Background: an optimization exercise with open tools, aiming at small area, a short achievable clock period and few clock cycles per item. Do not read the settings as production practice.
The RTL was checked by simulation tests, not by an equivalence proof against the original design.

== rev 12 ==
Design fm_3d_ru_outline_setup, start of the top module:
module fm_3d_ru_outline_setup (
    clk_core,
    rst_x,
    i_aa_en,
    i_valid,
    o_ack,
    i_vtx0_x,
    i_vtx0_y,
    i_vtx1_x,
    i_vtx1_y,
    i_vtx2_x,
    i_vtx2_y,
    o_valid,
    o_is_first,
    o_is_second,
    o_aa_mode,
    o_idle,
    o_start_x_e0,
    o_start_x_05_e0,
    o_start_y_e0,
    o_end_y_e0,
    o_delta_e0,
    o_delta_t_e0,
    o_delta_a_e0,
    o_start_x_e1,
    o_start_x_05_e1,
    o_start_y_e1,
    o_end_y_e1,
    o_delta_e1,
    o_delta_t_e1,
    o_delta_a_e1,
    o_start_x_e2,
    o_start_x_05_e2,
    o_start_y_e2,
    o_end_y_e2,
    o_delta_e2,
    o_delta_t_e2,
    o_delta_a_e2,
    i_ack
);
Size in the first run: about 1000 flip-flops, roughly 590 I/O pins.
export LEC_CHECK = 0
export ABC_AREA = 1
export CAP_MARGIN = 20
export CORE_MARGIN = 2
export CORE_UTILIZATION = 40
export CTS_BUF_LIST = sky130_fd_sc_hd__clkbuf_4 sky130_fd_sc_hd__clkbuf_8
export PLACE_DENSITY = 0.6
export SETUP_SLACK_MARGIN = 5
export SLEW_MARGIN = 20
create_clock -name core_clock -period 10.0 [get_ports {clk_core}]
standard.sh (not shown) runs the stock make flow with config.mk's settings and CLKGATE_MAP_FILE= SYNTH_SCRIPT=/design/flow/synth_recipe.tcl, a recipe that flattens the netlist after the stock synthesis.
==> flow/flow/run.sh <==
#!/bin/bash
# The standard layout (standard.sh: the standard flow's own synthesis and ORFS steps),
# with plain buf_1 cells as the port buffers instead of the delay buffers
# buffer_ports picks by default. Every port still gets its own buffer.
set -euo pipefail
export BUFFER_PORTS_ARGS="-buffer_cell sky130_fd_sc_hd__buf_1"
bash standard.sh > standard.log 2>&1
Both conditions hold for rev 12: the flow ran to the end and the final layout passed the timing, design-rule and antenna checks.
Testbench counts of rev 12, summed over its fixed seeds: cycles 14,475, triangles 4,800.
Changes in rev 13 relative to rev 12:
# rev 12
export LEC_CHECK = 0
export ABC_AREA = 1
export CAP_MARGIN = 20
export CORE_MARGIN = 2
export CORE_UTILIZATION = 40
export CTS_BUF_LIST = sky130_fd_sc_hd__clkbuf_4 sky130_fd_sc_hd__clkbuf_8
export PLACE_DENSITY = 0.6
export SETUP_SLACK_MARGIN = 5
export SLEW_MARGIN = 20
create_clock -name core_clock -period 10.0 [get_ports {clk_core}]
# rev 13
export LEC_CHECK = 0
export ABC_AREA = 1
export CAP_MARGIN = 20
export CORE_MARGIN = 2
export CORE_UTILIZATION = 40
export CTS_BUF_LIST = sky130_fd_sc_hd__clkbuf_4 sky130_fd_sc_hd__clkbuf_8
export PLACE_DENSITY = 0.6
export SETUP_SLACK_MARGIN = 4.7
export SLEW_MARGIN = 20
create_clock -name core_clock -period 10.0 [get_ports {clk_core}]
## What came out
- No run among rev 12 and rev 13 stopped early or left any final violation; all are clean.
- On worst setup slack before clock tree synthesis, the lower figure sits with rev 13, not rev 12.
- Rev 12 -> rev 13: buffer levels on the longest clock path flat
- Measured against each other, rev 12 and rev 13 differ in number of clock buffer instances in the layout, the lower figure coming from rev 12.
- In the reports for rev 12 and rev 13, the larger design area belongs to rev 12.
- Sort rev 12 and rev 13 by initial antenna violation count, descending, and rev 12 comes first.
- Looking at global-route wire length before repair across rev 12 and rev 13, the one that comes out higher is rev 12.
- Diff rev 12..rev 13 | number of multi-input logic gates | negligible

* * *

Starting RTL as in the previous note.
==> flow/config.mk <==
export PLATFORM = sky130hd
export DESIGN_NAME = fm_3d_ru_outline_setup
export DESIGN_NICKNAME = fm_3d_ru_outline_setup
export VERILOG_FILES = /design/flow/design.v
export SDC_FILE = /design/flow/constraint.sdc
export NUM_CORES = 4
export LEC_CHECK = 0
export ABC_AREA = 1
export CAP_MARGIN = 20
export CORE_MARGIN = 2
export CORE_UTILIZATION = 40
export CTS_BUF_LIST = sky130_fd_sc_hd__clkbuf_4 sky130_fd_sc_hd__clkbuf_8
export PLACE_DENSITY = 0.75
export SETUP_SLACK_MARGIN = 5
export SLEW_MARGIN = 20
==> flow/constraint.sdc <==
create_clock -name core_clock -period 10.0 [get_ports {clk_core}]
set_input_delay 2.0000 -clock core_clock [delete_from_list [all_inputs] [get_ports {clk_core}]]
set_output_delay 2.0000 -clock core_clock [all_outputs]
set_load 0.01 [all_outputs]
Scripts as last shown in full above: flow/flow/run.sh
The starting point completed without violations.
Testbench counts at the start, summed over its fixed seeds: cycles 14,475, triangles 4,800.
==> next run, changes <==
- PLACE_DENSITY: 0.75 -> 0.5
Outcome:
- area after synthesis does not change
- cell area goes up slightly
- critical path depth goes down by 11
- sequential share of layout area goes down by 0.23 points
- clock skew goes down by 0.055 ns

==> port drivers added, routing unchanged <==
The flow's constraints put no driver on any port. The routed layouts listed below were extracted and timed again, unchanged, in two steps. Step 1, drivers: a clkbuf_16 drives clk_core and a buf_2 each remaining input, both assumed. Step 2 times the ports against the registers' clock, not the clock port: input delays grow and output delays shrink by t, the midpoint of the rising clock arrivals with the driver on. Three values: ideal, step 1, step 2; two values: the first two.
run	t (ns)	setup slack, ns	latest minus earliest clock arrival (ns)
rev 12	0.959	4.571 / 4.571 / 4.461	0.077 / 0.077
rev 13	0.980	4.540 / 4.540 / 4.175	0.089 / 0.088
the first run of note 2	0.995	4.511 / 4.511 / 4.358	0.122 / 0.122
the second run of note 2	0.984	4.469 / 4.469 / 4.455	0.077 / 0.077
After both steps setup and hold are still met in every run listed. The setup slack of rev 13, which loses most, moves by 0.000 ns with the drivers and by -0.365 ns with both steps.
